Source: an optimization exercise on an open RTL-to-GDS flow (aim: small area). Production flows keep margins and buffers that such runs may drop.
Function was not checked in any run shown here: the RTL went through the layout flow alone.
Power figures rest on the tool's default switching activity, not on a simulated workload.

`config.mk`:
```
export PLATFORM = sky130hd
export DESIGN_NAME = rangesensor
export DESIGN_NICKNAME = rangesensor
export VERILOG_FILES = /design/flow/design.v
export SDC_FILE = /design/flow/constraint.sdc
export NUM_CORES = 4
export LEC_CHECK = 0
export CAP_MARGIN = 20
export CORE_MARGIN = 2
export CORE_UTILIZATION = 40
export SLEW_MARGIN = 20
```
`run.sh`:
```
#!/bin/bash
# synth_recipe.tcl (not shown) runs the flow's synth.tcl, then flattens the netlist and writes it again
# the make line also repeats each setting of config.mk as NAME=value (left out here)
make -C /OpenROAD-flow-scripts/flow DESIGN_CONFIG=/design/flow/config.mk WORK_HOME=/design/flow/orfs CLKGATE_MAP_FILE= SYNTH_SCRIPT=/design/flow/synth_recipe.tcl finish
```
`design.v`:
```
module transmitter (
   input  wire       clk,
   input  wire       rst,
   input  wire [7:0] data,
   output wire       load,
   output wire       tx
);
reg  [3:0]  phase;
reg  [12:0] cnt;
wire        wrap = cnt[1] & ~cnt[2] & ~cnt[3] & ~cnt[6] & cnt[7] & ~cnt[8] &
                   ~cnt[9] & cnt[10] & cnt[12];
assign load = wrap && phase == 4'd9;
always @(posedge clk) begin
   if (rst) begin
      phase <= 4'd9;
      cnt   <= 13'd7298;
   end else if (wrap) begin
      phase <= (phase == 4'd10) ? 4'd0 : phase + 4'd1;
      cnt   <= (phase == 4'd9) ? 13'd3649 : 13'd1513;
   end else
      cnt <= {cnt[11:0], cnt[12] ^ cnt[2]};
end
reg t;
always @(*) begin
   case (phase)
      4'd0:    t = 1'b0;
      4'd1:    t = data[0];
      4'd2:    t = data[1];
      4'd3:    t = data[2];
      4'd4:    t = data[3];
      4'd5:    t = data[4];
      4'd6:    t = data[5];
      4'd7:    t = data[6];
      4'd8:    t = data[7];
      default: t = 1'b1;
   endcase
end
assign tx = t;
endmodule
module uart (
   input  wire       clk,
   input  wire       rst,
   input  wire [7:0] range0,
   input  wire [7:0] range1,
   output wire       tx
);
wire       load;
reg  [7:0] data;
reg        ch;
transmitter transmitter_inst (.clk(clk), .rst(rst), .data(data), .load(load), .tx(tx));
always @(posedge clk) begin
   if (rst)
      ch <= 1'b1;
   else if (load)
      ch <= ~ch;
   if (load)
      data <= ch ? range1 : range0;
end
endmodule
module rangesensor (
   input  wire        clk,
   input  wire        rst,
   input  wire        rx,
   input  wire [1:0]  echo,
   output wire        tx,
   output wire [1:0]  trigger,
   output wire [13:0] segments,
   output wire [7:0]  digit_num
);
wire [15:0] digits0, digits1;
wire [7:0]  range0, range1;
uart uart_inst (.clk(clk), .rst(rst), .range0(range0), .range1(range1), .tx(tx));
ranging_module ch0 (.clk(clk), .rst(rst), .echo(echo[0]), .trigger(trigger[0]),
                    .digits(digits0), .range(range0));
ranging_module ch1 (.clk(clk), .rst(rst), .echo(echo[1]), .trigger(trigger[1]),
                    .digits(digits1), .range(range1));
reg  [15:0] div;
wire        strob = ~div[0] & ~div[2] & div[4] & ~div[5] & div[6] & ~div[7] & ~div[8] &
                    ~div[9] & ~div[11] & ~div[12] & div[13] & div[14] & ~div[15];
reg  [1:0]  sel;    
always @(posedge clk) begin
   if (rst)
      div <= 16'd3853;
   else if (strob)
      div <= 16'd7706;
   else
      div <= {div[14:0], div[15] ^ div[6]};
   if (rst)
      sel <= 2'd3;
   else if (strob)
      sel <= sel + 2'd1;
end
wire [3:0] dn = {~(sel == 2'd3), ~(sel == 2'd2), ~(sel == 2'd1), ~(sel == 2'd0)};
assign digit_num = {dn, dn};
indicator ind0 (.clk(clk), .rst(rst), .sel(sel), .digits(digits0), .segments(segments[6:0]));
indicator ind1 (.clk(clk), .rst(rst), .sel(sel), .digits(digits1), .segments(segments[13:7]));
endmodule
module ranging_module (
   input  wire        clk,
   input  wire        rst,
   input  wire        echo,
   output wire        trigger,
   output wire [15:0] digits,
   output wire [7:0]  range
);
reg  [1:0]  state;
reg  [22:0] counter;
reg  [7:0]  pulse_width;
reg         prev_echo;
wire rise = echo & ~prev_echo;
wire fall = prev_echo & ~echo;
wire cz   = ~|counter;
wire c01  = ~|counter[22:1];
localparam [22:0] C_END = 23'd3125637;
wire cend = ~|(counter & ~C_END);
always @(posedge clk) begin
   if (rst)
      prev_echo <= 1'b0;
   else
      prev_echo <= echo;
   if (rst) begin
      state       <= 2'b00;
      counter     <= 23'd5000001;
      pulse_width <= 8'd0;
   end else begin
      if (!cz)
         counter <= counter - 1'b1;
      case (state)
         2'b00:
            if (cz) begin
               state   <= 2'b01;
               counter <= 23'd751;
            end
         2'b01:
            if (c01 && rise) begin
               state   <= 2'b10;
               counter <= 23'd8126245;
            end
         default: begin
            if (fall)
               pulse_width <= ~counter[16:9];
            if (fall || cend) begin
               state   <= 2'b00;
               counter <= 23'd5000001;
            end
         end
      endcase
   end
end
assign trigger = state[0] & ~cz;
assign range   = pulse_width;
reg [8:0] clock_reg2;
wire      cr_end = ~clock_reg2[0] & ~clock_reg2[1] & ~clock_reg2[3] & clock_reg2[4] &
                   ~clock_reg2[5] & ~clock_reg2[7];
reg [3:0] cnt1, cnt2, cnt3, cnt4;
reg [3:0] digit1_reg, digit2_reg, digit3_reg, digit4_reg;
always @(posedge clk) begin
   if (rst) begin
      clock_reg2 <= 9'd1;
      cnt1 <= 4'd0;
      cnt2 <= 4'd0;
      cnt3 <= 4'd0;
      cnt4 <= 4'd0;
      digit1_reg <= 4'd0;
      digit2_reg <= 4'd0;
      digit3_reg <= 4'd0;
      digit4_reg <= 4'd0;
   end else begin
      clock_reg2 <= {clock_reg2[7:0], clock_reg2[8] ^ clock_reg2[1]};
      if (rise) begin
         clock_reg2 <= 9'd1;
         cnt1 <= 4'd0;
         cnt2 <= 4'd0;
         cnt3 <= 4'd0;
         cnt4 <= 4'd0;
      end
      if (cr_end) begin
         clock_reg2 <= 9'd1;
         if (cnt1 != 4'd9)
            cnt1 <= cnt1 + 4'd1;
         else if (cnt2 != 4'd9) begin
            cnt1 <= 4'd0;
            cnt2 <= cnt2 + 4'd1;
         end else if (cnt3 != 4'd9) begin
            cnt2 <= 4'd0;
            cnt3 <= cnt3 + 4'd1;
         end else begin
            cnt3 <= 4'd0;
            cnt4 <= cnt4 + 4'd1;
         end
      end
      if (fall) begin
         digit1_reg <= cnt1;
         digit2_reg <= cnt2;
         digit3_reg <= cnt3;
         digit4_reg <= cnt4;
      end
   end
end
assign digits = {digit4_reg, digit3_reg, digit2_reg, digit1_reg};
endmodule
module indicator (
   input  wire        clk,
   input  wire        rst,
   input  wire [1:0]  sel,
   input  wire [15:0] digits,
   output reg  [6:0]  segments
);
reg [3:0] data;
reg [3:0] last;    
always @(posedge clk) begin
   if (rst)
      data <= 4'd6;
   else
      data <= digits[sel*4 +: 4];
   if (rst)
      last <= 4'd15;
   else if (data <= 4'd9)
      last <= data;
end
always @(*) begin
   case (last)
      4'd0:    segments = 7'b0111111;
      4'd1:    segments = 7'b0000110;
      4'd2:    segments = 7'b1011011;
      4'd3:    segments = 7'b1001111;
      4'd4:    segments = 7'b1100110;
      4'd5:    segments = 7'b1101101;
      4'd6:    segments = 7'b1111101;
      4'd7:    segments = 7'b0000111;
      4'd8:    segments = 7'b1111111;
      4'd9:    segments = 7'b1101111;
      default: segments = 7'b0000000;
   endcase
end
endmodule
```
`constraint.sdc`:
```
create_clock -name core_clock -period 20.0 [get_ports {clk}]
set_input_delay 4.0000 -clock core_clock [delete_from_list [all_inputs] [get_ports {clk}]]
set_output_delay 4.0000 -clock core_clock [all_outputs]
set_load 0.01 [all_outputs]
```
==> results of run 1 <==
per-layer routing:
metal / up-vias / track usage [%]
met5: - / 0
met4: 0 / 3.701
met3: 25 / 2.068
met2: 120 / 25.51
met1: 3577 / 20.65
li1: 3930 / -
worst register-to-register path, cell delays in order, from the launching register on:
cell and delay, ps:
dfxtp_1 370, nor4_2 560, nand3_1 570, nor2_1 640, inv_2 210, ha_1 320, o21ai_0 150, nand2_1 60
through the flow:
step / cells / setup WS [ps] / area [µm²]
after detailed placement: 1410 / 13040 / 10450
after global placement: 1410 / 13040 / 10450
after CTS: 1456 / 12500 / 11350
after floorplan: 1114 / 14050 / 9995
after global routing: 1456 / 12310 / 11350
final: 1456 / 12460 / 11350
placed cells by master, fill, tap and decap left out, drive strengths merged, types with 29 or more instances in the layout:
| master | synthesis | layout |
|---|---|---|
| clkbuf | 49 | 37 |
| nand2 | 121 | 121 |
| dfxtp | 216 | 216 |
| nor2b | 29 | 29 |
| nor2 | 99 | 99 |
| nor3 | 40 | 40 |
| inv | 33 | 34 |
| a21oi | 81 | 81 |
| and2 | 30 | 30 |
| a211oi | 33 | 33 |
| ha | 32 | 32 |
| o21ai | 47 | 47 |
worst paths after layout:
path                            cells after the start        endpoint
worst max-delay path                                6      trigger[0]
worst min-delay path                                1          div[2]
worst max register to register                      7  ch0.counter[0]
worst min register to register                      1          div[2]
report_power, final:
part           switching [mW]  internal (mW)  leakage (nW)
logic                  0.0304         0.0233          1.79
clock network           0.178          0.311         0.447
registers              0.0119          0.463          1.83
cell families after synthesis:
kind of cell | count (synthesis) | share of synthesized area (%)
fa+ha+maj | 32 | 4.006
compound gates | 233 | 14.62
simple gates | 480 | 25.70
mux | 26 | 3.856
flops | 224 | 45.67
buf+inv | 92 | 3.781
xor+xnor | 27 | 2.366
cell type report:
type | instances | area [µm²] | share of cell area [%]
clock buffer | 37 | 750.7 | 6.615
clock inverter | 9 | 152.6 | 1.345
inverter | 33 | 123.9 | 1.091
multi-input combinational | 798 | 5052 | 44.52
sequential | 224 | 4564 | 40.22
tap | 324 | 405.4 | 3.572
timing repair buffer | 31 | 300.3 | 2.646
==> results.cfg, run 1 <==
[drt]
wl_met2_mm = 9.219
ant_nets = 0
vias = 7652
finalWirelength_mm = 19.92
firstDrtPassIters = 6
drtIter0Drc = 424
via_per_inst = 5.255
drt-wirelength-per-cell_um = 13.68
wl_met3_um = 693
drt-met1-wl_mm = 9.718
highest_layer = met4
post-route-drc-count = 0

[logic_synthesis]
yosys-top-cells-count = dfxtp_1, nand2_1, nor2_1, a21oi_1, clkbuf_1
synth_area_leader_cell = dfxtp_1
synth.top_cell.area_share_pct = 43.26
synth_seq_cells = 224
synthTopCellsByArea = dfxtp_1, nand2_1, a21oi_1
yosysUniqueCellTypes = 73
synth.avg_cell_area_um2 = 8.972
netlist_area_um2 = 9995
synth_edf_count = 8
synth_fp_nets = 1151
synthFlopType = dfxtp_1
synth_most_common_cell = dfxtp_1
synth_seq_area_share_pct = 45.67
yosysWarnings = 5
async_reset_ff_share_pct = 0
postSynthCellCount = 1114

[die]
die-area_um2 = 26270
die_h_um = 162.1
rows = 57
core_um2 = 24390
die_x_um = 162.1
io_pins = 30
initial_core_util_pct = 40.98

[worst_setup_path]
cp_num_buf_inv = 2
end_kind = primary output
critPathArrivalTime_ps = 3540
crit_family = simple AND/OR/NAND/NOR gates
r2r-start = ch0.counter[16]
crit_path_max_incr_delay_ps = 630
critical_path_required_ps = 16000
critPathLaunch = ch0.counter[16]
ff2ff_setup_slack_ps = 16970
critical_path.slowest_cell = nor2_1
crit_type = register to primary output
cp-start-kind = register
cp_max_fo = 15
cp_cell_sequence = nor4_2, nand3_1, nor2_1, inv_2, and2_1, clkdlybuf4s50_1

[cells_and_area]
num-fill-cells = 2385
drive_gt1_share_pct = 8.569
syn_to_final_growth_pct = 13.56
final_util_pct = 46.53
top_regs = ch0.counter x23, ch1.counter x23, div x16
nets = 1150
n_antenna_cell = 0

[run_status]
status = complete, no violations

[worst_hold_path]
min_from = div[1]
min_path_type = register to register

[power]
leakage_nw = 4.073
total_power_mw = 1.017
cellPowerDensity_nw_per_um2 = 89.64
max-vdd-ir-drop_v = 0.00005845

[clock_network]
clock_sinks = 224
clkTransAtPathRegs_ps = 60
numCtsBuffers = 25
ctsResizeCount = 0
cts-root-buf = clkbuf_16
clock_path_buffers = 3
clock_latency_ps = 510
htreeDepth = 1
cts_tree = yes
cts_setup_buffers = 0
cts_hold_buf = 0

[timing]
period_share_pct = 37.70
max_freq_mhz = 132.6
tightest_slew_ps = 898.0
min_period_ps = 7540
finalHoldViolations = 0
max_slew_margin_pct = 39.91
rsz0062_at_grt = no
holdWs_ps = 423.1
fin_skew_ps = 9.752
fin_setup_tns_ps = 0
setup_violations = 0
finalMaxSlewViolations = 0

[global_routing]
grt_usage_pct = 15.16
grt_max_degree = 78
grt_pass1_wl_mm = 34.22
grt_antenna_before_repair = 0
overflow = 0
grt_pass1_vias = 7204

[run]
cap_violations = 0

[placed_design]
dpl.hpwl_mm = 13.49
io_buffers = 28
globalplace.congestion = 0.8360
==> run 2, diff against run 1 <==
--- a/design.v
+++ b/design.v
@@ -205,5 +205,5 @@
    input  wire [1:0]  sel,
    input  wire [15:0] digits,
-   output reg  [6:0]  segments
+   output wire [6:0]  segments
 );
 reg [3:0] data;
@@ -219,18 +219,21 @@
       last <= data;
 end
-always @(*) begin
-   case (last)
-      4'd0:    segments = 7'b0111111;
-      4'd1:    segments = 7'b0000110;
-      4'd2:    segments = 7'b1011011;
-      4'd3:    segments = 7'b1001111;
-      4'd4:    segments = 7'b1100110;
-      4'd5:    segments = 7'b1101101;
-      4'd6:    segments = 7'b1111101;
-      4'd7:    segments = 7'b0000111;
-      4'd8:    segments = 7'b1111111;
-      4'd9:    segments = 7'b1101111;
-      default: segments = 7'b0000000;
-   endcase
-end
-endmodule
+wire [9:0] v;    
+assign v[0] = last == 4'd0;
+assign v[1] = last == 4'd1;
+assign v[2] = last == 4'd2;
+assign v[3] = last == 4'd3;
+assign v[4] = last == 4'd4;
+assign v[5] = last == 4'd5;
+assign v[6] = last == 4'd6;
+assign v[7] = last == 4'd7;
+assign v[8] = last == 4'd8;
+assign v[9] = last == 4'd9;
+assign segments[0] = v[0] | v[2] | v[3] | v[5] | v[6] | v[7] | v[8] | v[9];
+assign segments[1] = v[0] | v[1] | v[2] | v[3] | v[4] | v[7] | v[8] | v[9];
+assign segments[2] = v[0] | v[1] | v[3] | v[4] | v[5] | v[6] | v[7] | v[8] | v[9];
+assign segments[3] = v[0] | v[2] | v[3] | v[5] | v[6] | v[8] | v[9];
+assign segments[4] = v[0] | v[2] | v[6] | v[8];
+assign segments[5] = v[0] | v[4] | v[5] | v[6] | v[8] | v[9];
+assign segments[6] = v[2] | v[3] | v[4] | v[5] | v[6] | v[8] | v[9];
+endmodule
--- a/config.mk
+++ b/config.mk
@@ -9,3 +9,6 @@
 export CORE_MARGIN = 2
 export CORE_UTILIZATION = 40
+export CTS_BUF_LIST = sky130_fd_sc_hd__clkbuf_16
+export CTS_CLUSTER_DIAMETER = 80
+export CTS_CLUSTER_SIZE = 30
 export SLEW_MARGIN = 20
==> results.cfg, run 2 <==
[placed_design]
place_inst = 1385
place_area_um2 = 10050
io_buffers = 28
dpl.hpwl_mm = 13.83
globalplace.congestion = 0.8720
dp_slack_ps = 13110

[timing]
min_period_ps = 7115
fin_skew_ps = 21.04
finalHoldViolations = 0
tightest_slew_ps = 1003
rsz0062_at_grt = no
max_slew_margin_pct = 33.00
setup_violations = 0
finalWorstSetupSlack_ps = 12880
max_freq_mhz = 140.5
period_share_pct = 35.58
finalMaxSlewViolations = 0
fin_setup_tns_ps = 0
holdWs_ps = 421.0

[run_status]
status = complete, no violations

[drt]
via_per_inst = 5.441
drtIter0Drc = 531
ant_nets = 0
finalWirelength_mm = 20.06
firstDrtPassIters = 5
vias = 7639
post-route-drc-count = 0
drt-wirelength-per-cell_um = 14.29

[die]
die-area_um2 = 25400
die_x_um = 159.4
io_pins = 30
initial_core_util_pct = 40.90
die_h_um = 159.4
rows = 56
core_um2 = 23610

[cells_and_area]
final_util_pct = 44.27
num-fill-cells = 2368
drive_gt1_share_pct = 6.175
final_cell_mix = dfxtp_1, nand2_1, nor2_1
n_antenna_cell = 0
final_common_cell = dfxtp_1
syn_to_final_growth_pct = 8.254
nets = 1105
top_regs = ch0.counter x23, ch1.counter x23, div x16
final_cells = 1404
design_area_um2 = 10450

[clock_network]
cts_setup_buffers = 0
cts_hold_buf = 0
htreeDepth = 1
clock_latency_ps = 480
numCtsBuffers = 12
ctsResizeCount = 0
clkTransAtPathRegs_ps = 110
clock_path_buffers = 3
cts_tree = yes
clock_sinks = 210
cts-root-buf = clkbuf_16

[logic_synthesis]
synth_edf_count = 8
synth.top_cell.area_share_pct = 41.88
synth_area_leader_cell = dfxtp_1
yosys-top-cells-count = dfxtp_1, nand2_1, nor2_1, a21oi_1, clkbuf_1
synth_seq_area_share_pct = 44.36
synth_seq_cells = 210
synth.avg_cell_area_um2 = 8.747
synth_fp_nets = 1129
postSynthCellCount = 1104
yosysWarnings = 5
yosysUniqueCellTypes = 68
synthTopCellsByArea = dfxtp_1, nand2_1, a21oi_1
synth_most_common_cell = dfxtp_1
async_reset_ff_share_pct = 0
synthFlopType = dfxtp_1
netlist_area_um2 = 9657

[worst_hold_path]
min_from = div[10]
min_path_type = register to register
min_to = div[11]
hold_depth = 1

[global_routing]
grt_antenna_before_repair = 0
grt_pass1_wl_mm = 34.64
overflow = 0
grt_usage_pct = 15.62
grt_pass1_vias = 7112
grt_max_degree = 68

[worst_setup_path]
reg2regPathDepth = 11
end_kind = primary output
critPathArrivalTime_ps = 3120
cp-start-kind = register
ff2ff_setup_slack_ps = 17220
critical_path_required_ps = 16000
cp_max_fo = 15
crit_type = register to primary output
r2r-start = ch0.counter[1]
r2r-end = ch0.counter[0]

[run]
cap_violations = 0

[power]
total_power_mw = 0.7718
max-vdd-ir-drop_v = 0.00004085
cellPowerDensity_nw_per_um2 = 73.83
leakage_nw = 3.608
-- run 2: layout make-up --
| cell class | count | area, µm² | share of cell area (%) |
|---|---|---|---|
| inverters | 24 | 90.09 | 0.8618 |
| clock buffers | 13 | 325.3 | 3.112 |
| flip-flops and latches | 210 | 4284 | 40.98 |
| repair buffers | 30 | 292.8 | 2.801 |
| clock inverters | 6 | 71.32 | 0.6822 |
| multi-input cells | 802 | 4991 | 47.74 |
| well taps | 319 | 399.1 | 3.818 |
-- run 2: kinds of logic after synthesis --
family          after synthesis  synth area share, %
simple gates                494                27.66
compound gates              244                15.85
buf+inv                      92                3.978
xor+xnor                     21                1.905
fa+ha+maj                    20                2.591
flops                       210                44.36
mux                          23                3.654
-- run 2: worst max-delay path, cell delays in order, from the launching register on --
cell             delay (ps)
dfxtp_1                 380
inv_1                   100
ha_1                    170
nor4b_1                 370
nand3_1                 520
nor2_1                  300
inv_1                   170
and2_1                  190
clkdlybuf4s50_1         470
-- run 2: how the worst max path moves through the flow --
stage / from / endpoint / slack, ps / depth (start not counted)
5_1_grt: ch0.counter[1] / trigger[0] / 12560 / 8
3_3_place_gp: echo[0] / ch0.counter[12] / 13110 / 6
6_report: ch0.counter[1] / trigger[0] / 12880 / 8
2_1_floorplan: ch0.counter[9] / trigger[0] / 14220 / 7
4_1_cts: ch0.counter[1] / trigger[0] / 12840 / 8
3_5_place_dp: echo[0] / ch0.counter[12] / 13110 / 6
-- run 2: routing by layer --
metal,global-route usage (%),part of all wire [%],vias to the layer above
li1,-,-,3912
met1,21.64,50,3596
met2,26.25,46,114
met3,1.954,3.3,17
met4,3.182,0.94,0
met5,0,0,-
-- run 2: power breakdown --
part / leakage, nW / total, mW / internal, mW / switching, mW
registers: 1.71 / 0.445 / 0.432 / 0.0130
logic: 1.71 / 0.0522 / 0.0227 / 0.0295
clock network: 0.193 / 0.274 / 0.125 / 0.149
==> run 3, diff against run 2 <==
--- a/config.mk
+++ b/config.mk
@@ -9,6 +9,6 @@
 export CORE_MARGIN = 2
 export CORE_UTILIZATION = 40
-export CTS_BUF_LIST = sky130_fd_sc_hd__clkbuf_16
-export CTS_CLUSTER_DIAMETER = 80
-export CTS_CLUSTER_SIZE = 30
+export CTS_BUF_LIST = sky130_fd_sc_hd__clkbuf_8
+export CTS_CLUSTER_DIAMETER = 60
+export CTS_CLUSTER_SIZE = 16
 export SLEW_MARGIN = 20
==> results.cfg, run 3 <==
[logic_synthesis]
postSynthCellCount = 1104
async_reset_ff_share_pct = 0
synth_simple_gate_area_share_pct = 27.66
synth_edf_count = 8
synth_fp_nets = 1129
yosysUniqueCellTypes = 68
synth-compound-area-share_pct = 15.85
synth_top_family_by_area = simple AND/OR/NAND/NOR gates
synthFlopType = dfxtp_1
synth_mux_area_share_pct = 3.654
synth_seq_cells = 210
synth_fa_ha_area_share_pct = 2.591
synth-xor-area-share_pct = 1.905
yosys-top-cells-count = dfxtp_1, nand2_1, nor2_1, a21oi_1, clkbuf_1
synth_seq_area_share_pct = 44.36
netlist_area_um2 = 9657
synth_most_common_cell = dfxtp_1
yosysWarnings = 5
synth_area_leader_cell = dfxtp_1
synth.top_cell.area_share_pct = 41.88
synthTopCellsByArea = dfxtp_1, nand2_1, a21oi_1
synth.avg_cell_area_um2 = 8.747

[worst_setup_path]
critical_path_required_ps = 16000
critPathArrivalTime_ps = 3180
crit_type = register to primary output
crit_path_max_incr_delay_ps = 520
crit_path_frequent_cell = inv_1
r2r-start = ch0.counter[1]
cp_max_fo = 15
critPathLaunch = ch0.counter[1]
critical_path.slowest_cell = nand3_1
end_kind = primary output
cp_cell_sequence = inv_1, ha_1, nor4b_1, nand3_1, nor2_1, inv_1, and2_1, clkdlybuf4s50_1
cp-start-kind = register

[timing]
fin_skew_ps = 15.60
fin_setup_tns_ps = 0
max_slew_margin_pct = 33.39
setup_violations = 0
finalHoldViolations = 0
rsz0062_at_grt = no
period_share_pct = 35.90
max_freq_mhz = 139.3
min_period_ps = 7179
finalMaxSlewViolations = 0
holdWs_ps = 419.0
finalWorstSetupSlack_ps = 12820
tightest_slew_ps = 997.1

[clock_network]
cts_setup_buffers = 0
clock_sinks = 210
cts_hold_buf = 0
numCtsBuffers = 18
ctsResizeCount = 0
cts_tree = yes
htreeDepth = 1
cts-root-buf = clkbuf_8
clock_path_buffers = 3
clock_latency_ps = 510
clkTransAtPathRegs_ps = 100

[placed_design]
io_buffers = 28
dpl.hpwl_mm = 13.83
dp_slack_ps = 13110
globalplace.congestion = 0.8720

[global_routing]
grt_antenna_before_repair = 0
overflow = 0
grt_pass1_vias = 7165
grt_usage_pct = 15.66
grt_max_degree = 68
grt_pass1_wl_mm = 34.77

[drt]
drtIter0Drc = 569
via_per_inst = 5.399
finalWirelength_mm = 20.14
post-route-drc-count = 0
ant_nets = 0
vias = 7624
drt-wirelength-per-cell_um = 14.26
firstDrtPassIters = 5

[die]
rows = 56
die_x_um = 159.4
initial_core_util_pct = 40.90
core_um2 = 23610
die_h_um = 159.4
die-area_um2 = 25400
io_pins = 30

[cells_and_area]
final_cell_mix = dfxtp_1, nand2_1, nor2_1
top_regs = ch0.counter x23, ch1.counter x23, div x16
n_antenna_cell = 0
num-fill-cells = 2385
final_common_cell = dfxtp_1
drive_gt1_share_pct = 6.770
syn_to_final_growth_pct = 7.631
nets = 1111

[power]
leakage_nw = 3.589
max-vdd-ir-drop_v = 0.00003627
cellPowerDensity_nw_per_um2 = 71.32

[worst_hold_path]
min_from = div[10]
min_path_type = register to register

[run]
cap_violations = 0

[run_status]
status = complete, no violations
[run 3: cell counts after synthesis]
No cell type changed its count.
[run 3: final timing paths]
check / endpoint / slack, ps / cells past startpoint
worst max-delay path: trigger[0] / 12820 / 8
worst min-delay path: div[11] / 420 / 1
worst min register to register: div[11] / 420 / 1
worst max register to register: ch0.counter[0] / 17190 / 11
[run 3: cell type report]
class / instances / area, µm² / share of cell area (%)
multi-input combinational: 802 / 4991 / 48.02
tap: 319 / 399.1 / 3.840
timing repair buffer: 30 / 292.8 / 2.817
inverter: 24 / 90.09 / 0.8667
clock buffer: 19 / 261.5 / 2.516
clock inverter: 8 / 75.07 / 0.7223
sequential: 210 / 4284 / 41.22
[run 3: logic make-up after synthesis]
family,count (synthesis)
adder cells (fa/ha/maj),20
flip-flops,210
AND/OR/NAND/NOR,494
buffers and inverters,92
multiplexers,23
AO/OA/AOI/OAI,244
XOR/XNOR,21
[run 3: layer usage]
| metal | part of all wire (%) | vias up | wire [µm] | track usage (%) |
|---|---|---|---|---|
| met2 | 45 | 116 | 9098 | 26.11 |
| met3 | 3.7 | 19 | 741 | 2.292 |
| met4 | 1.1 | 0 | 218 | 3.430 |
| met5 | 0 | - | 0 | 0 |
| li1 | - | 3925 | - | - |
| met1 | 50 | 3564 | 10090 | 21.56 |
[run 3: worst max-delay path: cells and delay by family, from the launching register on]
| family | cells | cell delay [ps] |
|---|---|---|
| buf+inv | 3 | 730 |
| flops | 1 | 380 |
| fa+ha+maj | 1 | 170 |
| simple gates | 4 | 1390 |
[run 3: through the flow]
stage	cells	power, mW	area (µm²)	util [%]
after floorplan	1104	0.4904	9657	-
after global placement	1385	0.5063	10050	42.58
after detailed placement	1385	0.5073	10050	42.58
after CTS	1412	0.7535	10390	44.01
after global routing	1412	0.7773	10390	44.02
final	1412	0.7412	10390	44.02
[run 3: power by group]
group          switching, mW  total [mW]  internal, mW
sequential            0.0130       0.445         0.432
clock                  0.141       0.244         0.103
combinational         0.0295      0.0522        0.0227
total                  0.184       0.741         0.557

## afterwards: timing with drivers on the ports
No port has a modelled driver above. Below, the same layouts with a new extraction and two added sets of constraints. Step 1 (the two cells are an assumption about what drives the block):
set clk [get_ports {clk}]
set_driving_cell -lib_cell sky130_fd_sc_hd__clkbuf_16 $clk
set_driving_cell -lib_cell sky130_fd_sc_hd__buf_2 [delete_from_list [all_inputs] $clk]
Step 2 times the ports against the registers' clock, not the clock port: input delays grow and output delays shrink by t, the midpoint of the rising clock arrivals with the driver on. Three values: ideal ports, drivers, drivers and shift; two values: the first two.
run | t, ns | slack for setup (ns) | worst setup path at the end
run 1 | 0.547 | 12.460 / 12.419 / 12.966 | register to output
run 2 | 0.513 | 12.885 / 12.839 / 13.352 | register to output
run 3 | 0.540 | 12.821 / 12.781 / 13.322 | register to output
After both steps every run listed still meets setup and hold.
